Context: an optimization exercise on an open-source flow, tuned for small area and a short achievable clock period. The choices shown serve that exercise and are no tape-out recipe. Only simulation tests tie the RTL to the original design; equivalence was not proved. Power and IR drop assume default switching activity.

Design top_32bit, start of the top module:
module top_32bit(
    input               clk,
    input               we,
    input               reset,
    input      [31:0]   data,
    input      [1:0]    p_sel,
    input      [31:0]   P0,
    input      [31:0]   P1,
    output     [31:0]   P0_out,
    output     [31:0]   P1_out,
    output     [31:0]   data_out
  );
Size in the first run: ~3800 cells after synthesis, ~780 flip-flops, ~200 I/O pins.
export LEC_CHECK = 0
export CAP_MARGIN = 20
export CORE_MARGIN = 2
export CORE_UTILIZATION = 60
export SLEW_MARGIN = 20
export SYNTH_HIERARCHICAL = 1
create_clock -name core_clock -period 12.0 [get_ports {clk}]
standard.sh (not shown) runs the stock make flow with config.mk's settings and CLKGATE_MAP_FILE= SYNTH_SCRIPT=/design/flow/synth_recipe.tcl, a recipe that flattens the netlist after the stock synthesis.
==> flow/flow/run.sh <==
#!/bin/bash
set -euo pipefail
bash standard.sh SETUP_SLACK_MARGIN=6.5 finish > layout_make.log 2>&1
Then changed:
--- a/flow/design.v
+++ b/flow/design.v
@@ -98,37 +98,30 @@
   wire [255:0] Rall = {Rh, R1, R0};
   reg  [31:0]  A_reg, B_reg;
   integer i;
   always @* begin
     A_reg = 32'd0;
     B_reg = 32'd0;
     for (i = 0; i < 8; i = i + 1) begin
       A_reg = A_reg | ({32{selA[i]}} & Rall[32*i +: 32]);
       B_reg = B_reg | ({32{selB[i]}} & Rall[32*i +: 32]);
     end
   end
   wire [31:0] A, B;
-  wire [3:0]  ga, gp0, gp1;
-  opctl u_cA0 (.g0(gA0), .g1(gA1), .gy(gAY), .p_sel(p_sel), .ga(ga[0]), .gp0(gp0[0]), .gp1(gp1[0]));
-  opctl u_cA1 (.g0(gA0), .g1(gA1), .gy(gAY), .p_sel(p_sel), .ga(ga[1]), .gp0(gp0[1]), .gp1(gp1[1]));
-  opctl u_cB0 (.g0(gB0), .g1(gB1), .gy(gBY), .p_sel(p_sel), .ga(ga[2]), .gp0(gp0[2]), .gp1(gp1[2]));
-  opctl u_cB1 (.g0(gB0), .g1(gB1), .gy(gBY), .p_sel(p_sel), .ga(ga[3]), .gp0(gp0[3]), .gp1(gp1[3]));
-  opmux u_opA0 (.alu(alu[15:0]), .p0(P0[15:0]), .p1(P1[15:0]), .r(A_reg[15:0]),
-                .ga(ga[0]), .gp0(gp0[0]), .gp1(gp1[0]), .y(A[15:0]));
-  opmux u_opA1 (.alu(alu[31:16]), .p0(P0[31:16]), .p1(P1[31:16]), .r(A_reg[31:16]),
-                .ga(ga[1]), .gp0(gp0[1]), .gp1(gp1[1]), .y(A[31:16]));
-  opmux u_opB0 (.alu(alu[15:0]), .p0(P0[15:0]), .p1(P1[15:0]), .r(B_reg[15:0]),
-                .ga(ga[2]), .gp0(gp0[2]), .gp1(gp1[2]), .y(B[15:0]));
-  opmux u_opB1 (.alu(alu[31:16]), .p0(P0[31:16]), .p1(P1[31:16]), .r(B_reg[31:16]),
-                .ga(ga[3]), .gp0(gp0[3]), .gp1(gp1[3]), .y(B[31:16]));
+  opmux u_opA (.alu(alu), .p0(P0), .p1(P1), .r(A_reg),
+               .ga(gAY | (gA0 & p_sel[0]) | (gA1 & p_sel[1])),
+               .gp0(gA0 & ~p_sel[0]), .gp1(gA1 & ~p_sel[1]), .y(A));
+  opmux u_opB (.alu(alu), .p0(P0), .p1(P1), .r(B_reg),
+               .ga(gBY | (gB0 & p_sel[0]) | (gB1 & p_sel[1])),
+               .gp0(gB0 & ~p_sel[0]), .gp1(gB1 & ~p_sel[1]), .y(B));
   wire        nr    = ~reset;
   wire        s_mul = nr & (j_op == OP_MUL);
   wire        s_add = nr & (j_op == OP_ADD);
   wire        s_sub = nr & (j_op == OP_SUB);
   wire        s_or  = nr & (j_op == OP_OR);
   wire        s_xor = nr & (j_op == OP_XOR);
   wire        s_lt  = nr & (j_op == OP_LT);
   wire        s_and = nr & (j_op == OP_AND | j_op == 3'd7);
   wire        lt;
   ltcmp u_lt (.a(A), .b(B), .lt(lt));
   wire [31:0] ox = ({32{s_add | s_sub}} & A) | ({32{s_or}} & (A | B)) |
                    ({32{s_xor}} & (A ^ B)) | ({32{s_and}} & (A & B)) |
@@ -139,33 +132,27 @@
   reg  [93:0] mid;
   mulfront u_front (.a(A[15:0]), .b(B[15:0]), .is_mul(s_mul), .ox(ox), .oy(oy),
                     .ocin(ocin), .m(mid_next));
   always @(posedge clk) begin
     mid    <= mid_next;
     rs_cur <= reset ? 3'd0 : j_rs;
   end
   csaback u_back (.m(mid), .s(alu), .s2(alu_rf));
   assign P0_out   = R0;
   assign P1_out   = R1;
   assign data_out = alu;
 endmodule
-module opmux(input [15:0] alu, input [15:0] p0, input [15:0] p1, input [15:0] r,
-             input ga, input gp0, input gp1, output [15:0] y);
-  assign y = ({16{ga}} & alu) | ({16{gp0}} & p0) | ({16{gp1}} & p1) | r;
-endmodule
-module opctl(input g0, input g1, input gy, input [1:0] p_sel,
-             output ga, output gp0, output gp1);
-  assign ga  = gy | (g0 & p_sel[0]) | (g1 & p_sel[1]);
-  assign gp0 = g0 & ~p_sel[0];
-  assign gp1 = g1 & ~p_sel[1];
+module opmux(input [31:0] alu, input [31:0] p0, input [31:0] p1, input [31:0] r,
+             input ga, input gp0, input gp1, output [31:0] y);
+  assign y = ({32{ga}} & alu) | ({32{gp0}} & p0) | ({32{gp1}} & p1) | r;
 endmodule
 module mulfront(input [15:0] a, input [15:0] b, input is_mul, input [31:0] ox,
                 input [31:0] oy, input ocin, output [93:0] m);
   wire one1;
   wire two2;
   wire neg3;
   wire pp4;
   wire pp5;
   wire pp6;
   wire pp7;
   wire pp8;
   wire pp9;
Effect: Setup slack degrades by 160 ps. Sequential share of layout area is about the same. Register-to-register slack improves by 190 ps. Wire length rose by 2.9%. Total power rose by 11%. Non-clock buffer count fell by 10. Maximum frequency fell by 2.8%. Die area fell by 0.67%. Via count stays flat. Hold slack degrades by 26 ps. Clock-buffer cell count rose by 5. Cell area barely changes. Combinational power rose by about 20%. First-iteration DRC count rose by 8.5%.

top_32bit, a different RTL version from the one above (not shown whole).
Size: about 200 I/O pins, ~43000 um2 of cells after synthesis.
==> module top_32bit, before the edit <==
module top_32bit(
    input               clk,
    input               we,
    input               reset,
    input      [31:0]   data,
    input      [1:0]    p_sel,
    input      [31:0]   P0,
    input      [31:0]   P1,
    output     [31:0]   P0_out,
    output     [31:0]   P1_out,
    output     [31:0]   data_out
  );
  localparam [2:0] OP_ADD = 3'd0, OP_SUB = 3'd1, OP_MUL = 3'd2, OP_AND = 3'd3,
                   OP_OR  = 3'd4, OP_XOR = 3'd5, OP_LT  = 3'd6;
  reg  [4:0]  a1;
  reg         first;
  always @(posedge clk or posedge reset)
    if (reset) a1 <= 5'd0;
    else       a1 <= first ? 5'd0 : a1 + 5'd1;
  always @(posedge clk)
    first <= reset;
  wire [3:0] d_op = data[31:28];
  wire [2:0] d_rs = data[27:25];
  wire [2:0] d_rA = data[24:22];
  wire [2:0] d_rB = data[21:19];
  reg  [2:0] e_op, e_A, e_B;
  always @* begin
    e_A = d_rA;
    e_B = d_rB;
    case (d_op)
      4'b0000: e_op = OP_ADD;
      4'b0001: e_op = OP_SUB;
      4'b0010: e_op = OP_MUL;
      4'b0011: e_op = OP_AND;
      4'b0100: e_op = OP_OR;
      4'b0101: e_op = OP_XOR;
      4'b0110: begin e_op = OP_LT; e_A = d_rB; e_B = d_rA; end
      4'b0111: e_op = OP_LT;
      4'b1001: begin e_op = OP_AND; e_B = d_rA; end
      default: begin e_op = OP_XOR; e_B = d_rA; end
    endcase
  end
  wire [11:0] enc = {e_op, d_rs, e_A, e_B};
  reg  [11:0] mem [0:31];
  always @(posedge clk)
    if (we) mem[a1] <= enc;
  wire [11:0] Jn = we ? enc : mem[a1];
  wire [2:0]  jn_A = Jn[5:3];
  wire [2:0]  jn_B = Jn[2:0];
  reg  [5:0]  J;
  always @(posedge clk)
    J <= Jn[11:6];
  wire [2:0] j_op = J[5:3];
  wire [2:0] j_rs = J[2:0];
  reg  [31:0]  R0, R1;
  reg  [191:0] Rh;         
  reg  [7:2]   valid;
  reg  [2:0]   rs_cur;     
  wire [31:0]  alu;        
  wire [31:0]  alu_rf;     
  wire [31:0]  wb0 = p_sel[0] ? alu_rf : P0;
  wire [31:0]  wb1 = p_sel[1] ? alu_rf : P1;
  always @(posedge clk or posedge reset)
    if (reset) begin
      R0 <= 32'd0;
      R1 <= 32'd0;
    end else begin
      if (rs_cur == 3'd0) R0 <= wb0;
      if (rs_cur == 3'd1) R1 <= wb1;
    end
  genvar k;
  generate
    for (k = 2; k < 8; k = k + 1) begin : g_reg
      always @(posedge clk)
        if (rs_cur == k) Rh[32*(k-2) +: 32] <= alu_rf;
      always @(posedge clk or posedge reset)
        if (reset)             valid[k] <= 1'b0;
        else if (rs_cur == k)  valid[k] <= 1'b1;
    end
  endgenerate
  wire [2:0]  rs_n    = reset ? 3'd0 : j_rs;
  wire [7:0]  valid_n = reset ? 8'd0 : ({valid, 2'b00} | (8'd1 << rs_cur));
  wire [7:0]  ok_n    = valid_n | 8'b11;
  wire        fwdA_n  = (jn_A == rs_n);
  wire        fwdB_n  = (jn_B == rs_n);
  reg  [7:0]  selA, selB;
  reg         gA0, gA1, gAY, gB0, gB1, gBY;
  always @(posedge clk) begin
    selA <= fwdA_n ? 8'd0 : ((8'd1 << jn_A) & ok_n);
    selB <= fwdB_n ? 8'd0 : ((8'd1 << jn_B) & ok_n);
    gA0  <= fwdA_n & (rs_n == 3'd0);
    gA1  <= fwdA_n & (rs_n == 3'd1);
    gAY  <= fwdA_n & (rs_n[2:1] != 2'd0);
    gB0  <= fwdB_n & (rs_n == 3'd0);
    gB1  <= fwdB_n & (rs_n == 3'd1);
    gBY  <= fwdB_n & (rs_n[2:1] != 2'd0);
  end
  wire [255:0] Rall = {Rh, R1, R0};
  reg  [31:0]  A_reg, B_reg;
  integer i;
  always @* begin
    A_reg = 32'd0;
    B_reg = 32'd0;
    for (i = 0; i < 8; i = i + 1) begin
      A_reg = A_reg | ({32{selA[i]}} & Rall[32*i +: 32]);
      B_reg = B_reg | ({32{selB[i]}} & Rall[32*i +: 32]);
    end
  end
  wire [31:0] A, B;
  opmux u_opA (.alu(alu), .p0(P0), .p1(P1), .r(A_reg),
               .ga(gAY | (gA0 & p_sel[0]) | (gA1 & p_sel[1])),
               .gp0(gA0 & ~p_sel[0]), .gp1(gA1 & ~p_sel[1]), .y(A));
  opmux u_opB (.alu(alu), .p0(P0), .p1(P1), .r(B_reg),
               .ga(gBY | (gB0 & p_sel[0]) | (gB1 & p_sel[1])),
               .gp0(gB0 & ~p_sel[0]), .gp1(gB1 & ~p_sel[1]), .y(B));
  wire        nr    = ~reset;
  wire        s_mul = nr & (j_op == OP_MUL);
  wire        s_add = nr & (j_op == OP_ADD);
  wire        s_sub = nr & (j_op == OP_SUB);
  wire        s_or  = nr & (j_op == OP_OR);
  wire        s_xor = nr & (j_op == OP_XOR);
  wire        s_lt  = nr & (j_op == OP_LT);
  wire        s_and = nr & (j_op == OP_AND | j_op == 3'd7);
  wire        lt;
  ltcmp u_lt (.a(A), .b(B), .lt(lt));
  wire [31:0] ox = ({32{s_add | s_sub}} & A) | ({32{s_or}} & (A | B)) |
                   ({32{s_xor}} & (A ^ B)) | ({32{s_and}} & (A & B)) |
                   {31'd0, s_lt & lt};
  wire [31:0] oy = ({32{s_add}} & B) | ({32{s_sub}} & ~B);
  wire        ocin = s_sub;
  wire [93:0] mid_next;
  reg  [93:0] mid;
  mulfront u_front (.a(A[15:0]), .b(B[15:0]), .is_mul(s_mul), .ox(ox), .oy(oy),
                    .ocin(ocin), .m(mid_next));
  always @(posedge clk) begin
    mid    <= mid_next;
    rs_cur <= reset ? 3'd0 : j_rs;
  end
  csaback u_back (.m(mid), .s(alu), .s2(alu_rf));
  assign P0_out   = R0;
  assign P1_out   = R1;
  assign data_out = alu;
endmodule
==> module opmux, before the edit <==
module opmux(input [31:0] alu, input [31:0] p0, input [31:0] p1, input [31:0] r,
             input ga, input gp0, input gp1, output [31:0] y);
  assign y = ({32{ga}} & alu) | ({32{gp0}} & p0) | ({32{gp1}} & p1) | r;
endmodule
Settings: LEC_CHECK=0, CAP_MARGIN=20, CORE_MARGIN=2, CORE_UTILIZATION=60, SLEW_MARGIN=20, SYNTH_HIERARCHICAL=1; clock period 12.0 ns.
==> flow/flow/run.sh <==
#!/bin/bash
# The standard layout (the standard.sh, standard synthesis included) with:
#  - a clock tree of smaller buffers, larger sink clusters and no dummy loads;
#  - port buffers of buf_2 cells.
# make's own output goes to layout_make.log; each ORFS step logs under orfs/logs.
set -euo pipefail
bash standard.sh SETUP_SLACK_MARGIN=6.5 \
  'CTS_ARGS=-sink_clustering_enable -repair_clock_nets -dont_use_dummy_load -buf_list {sky130_fd_sc_hd__clkbuf_4 sky130_fd_sc_hd__clkbuf_8} -sink_clustering_size 16' \
  'BUFFER_PORTS_ARGS=-buffer_cell sky130_fd_sc_hd__buf_2' \
  finish > layout_make.log 2>&1
Next try:
--- a/flow/design.v
+++ b/flow/design.v
@@ -108,10 +108,25 @@
   end
   wire [31:0] A, B;
-  opmux u_opA (.alu(alu), .p0(P0), .p1(P1), .r(A_reg),
-               .ga(gAY | (gA0 & p_sel[0]) | (gA1 & p_sel[1])),
-               .gp0(gA0 & ~p_sel[0]), .gp1(gA1 & ~p_sel[1]), .y(A));
-  opmux u_opB (.alu(alu), .p0(P0), .p1(P1), .r(B_reg),
-               .ga(gBY | (gB0 & p_sel[0]) | (gB1 & p_sel[1])),
-               .gp0(gB0 & ~p_sel[0]), .gp1(gB1 & ~p_sel[1]), .y(B));
+  wire [3:0]  ga, gp0, gp1;
+  opctl u_cA0 (.g0(gA0), .g1(gA1), .gy(gAY), .p_sel(p_sel), .ga(ga[0]), .gp0(gp0[0]), .gp1(gp1[0]));
+  opctl u_cA1 (.g0(gA0), .g1(gA1), .gy(gAY), .p_sel(p_sel), .ga(ga[1]), .gp0(gp0[1]), .gp1(gp1[1]));
+  opctl u_cB0 (.g0(gB0), .g1(gB1), .gy(gBY), .p_sel(p_sel), .ga(ga[2]), .gp0(gp0[2]), .gp1(gp1[2]));
+  opctl u_cB1 (.g0(gB0), .g1(gB1), .gy(gBY), .p_sel(p_sel), .ga(ga[3]), .gp0(gp0[3]), .gp1(gp1[3]));
+  opmux u_opA0 (.alu(alu[15:0]), .p0(P0[15:0]), .p1(P1[15:0]), .r(A_reg[15:0]),
+                .ga(ga[0]), .gp0(gp0[0]), .gp1(gp1[0]), .y(A[15:0]));
+  opmux u_opA1 (.alu(alu[31:16]), .p0(P0[31:16]), .p1(P1[31:16]), .r(A_reg[31:16]),
+                .ga(ga[1]), .gp0(gp0[1]), .gp1(gp1[1]), .y(A[31:16]));
+  opmux u_opB0 (.alu(alu[15:0]), .p0(P0[15:0]), .p1(P1[15:0]), .r(B_reg[15:0]),
+                .ga(ga[2]), .gp0(gp0[2]), .gp1(gp1[2]), .y(B[15:0]));
+  opmux u_opB1 (.alu(alu[31:16]), .p0(P0[31:16]), .p1(P1[31:16]), .r(B_reg[31:16]),
+                .ga(ga[3]), .gp0(gp0[3]), .gp1(gp1[3]), .y(B[31:16]));
+  wire [15:0] Am, Bm;
+  wire [1:0]  gam, gp0m, gp1m;
+  opctl u_cAm (.g0(gA0), .g1(gA1), .gy(gAY), .p_sel(p_sel), .ga(gam[0]), .gp0(gp0m[0]), .gp1(gp1m[0]));
+  opctl u_cBm (.g0(gB0), .g1(gB1), .gy(gBY), .p_sel(p_sel), .ga(gam[1]), .gp0(gp0m[1]), .gp1(gp1m[1]));
+  opmux u_opAm (.alu(alu[15:0]), .p0(P0[15:0]), .p1(P1[15:0]), .r(A_reg[15:0]),
+                .ga(gam[0]), .gp0(gp0m[0]), .gp1(gp1m[0]), .y(Am));
+  opmux u_opBm (.alu(alu[15:0]), .p0(P0[15:0]), .p1(P1[15:0]), .r(B_reg[15:0]),
+                .ga(gam[1]), .gp0(gp0m[1]), .gp1(gp1m[1]), .y(Bm));
   wire        nr    = ~reset;
   wire        s_mul = nr & (j_op == OP_MUL);
@@ -131,5 +146,5 @@
   wire [93:0] mid_next;
   reg  [93:0] mid;
-  mulfront u_front (.a(A[15:0]), .b(B[15:0]), .is_mul(s_mul), .ox(ox), .oy(oy),
+  mulfront u_front (.a(Am), .b(Bm), .is_mul(s_mul), .ox(ox), .oy(oy),
                     .ocin(ocin), .m(mid_next));
   always @(posedge clk) begin
@@ -142,7 +157,13 @@
   assign data_out = alu;
 endmodule
-module opmux(input [31:0] alu, input [31:0] p0, input [31:0] p1, input [31:0] r,
-             input ga, input gp0, input gp1, output [31:0] y);
-  assign y = ({32{ga}} & alu) | ({32{gp0}} & p0) | ({32{gp1}} & p1) | r;
+module opmux(input [15:0] alu, input [15:0] p0, input [15:0] p1, input [15:0] r,
+             input ga, input gp0, input gp1, output [15:0] y);
+  assign y = ({16{ga}} & alu) | ({16{gp0}} & p0) | ({16{gp1}} & p1) | r;
+endmodule
+module opctl(input g0, input g1, input gy, input [1:0] p_sel,
+             output ga, output gp0, output gp1);
+  assign ga  = gy | (g0 & p_sel[0]) | (g1 & p_sel[1]);
+  assign gp0 = g0 & ~p_sel[0];
+  assign gp1 = g1 & ~p_sel[1];
 endmodule
 module mulfront(input [15:0] a, input [15:0] b, input is_mul, input [31:0] ox,
After rerunning: The changed run finished with timing, DRC and antenna clean. Clock power falls by a few percent. Routed wire length rises by a few percent. Via count grows by a few percent. Cell count increases by a few percent. Worst setup slack improved by 0.025 ns. Maximum frequency rises slightly. Die area goes up by a few percent. Total power came out higher by a few percent. Utilization came out lower by 1.8 points. Global-route usage came out lower by 0.31 points. Count of clock-buffer cells in the layout falls by 11. Design area went up slightly.

[afterwards: timing with drivers on the ports]
The results above use ideal ports. As a check the final layouts listed here were re-extracted and re-timed, cells and wires unchanged.
Step 1 assumes that a clkbuf_16 drives the clock port and a buf_2 every other input.
Step 2 adds t to the input delays and takes it off the output delays; t is the mean of the earliest and latest rising clock arrival at the registers after step 1. Input paths then give back, and output paths get back, about the clock's delay inside the block.
Three values: ideal ports, drivers, drivers and shift; two values: the first two.
| run | t, ns | setup slack, ns | worst hold slack (ns) | worst setup path after step 2 |
|---|---|---|---|---|
| the first run of note 1 | 0.710 | 6.349 / 6.280 / 5.842 | 0.478 / 0.478 / 0.478 | input to register |
| the second run of note 1 | 0.708 | 6.186 / 6.119 / 5.776 | 0.452 / 0.452 / 0.452 | input to register |
| the first run of note 2 | 0.814 | 6.413 / 6.351 / 5.624 | 0.471 / 0.471 / 0.471 | input to register |
| the second run of note 2 | 0.789 | 6.438 / 6.384 / 5.663 | 0.433 / 0.433 / 0.433 | input to register |
After both steps every run listed still meets setup and hold. For the first run of note 2, which loses most, drivers alone change the setup slack by -0.062 ns; drivers and shift together by -0.789 ns.
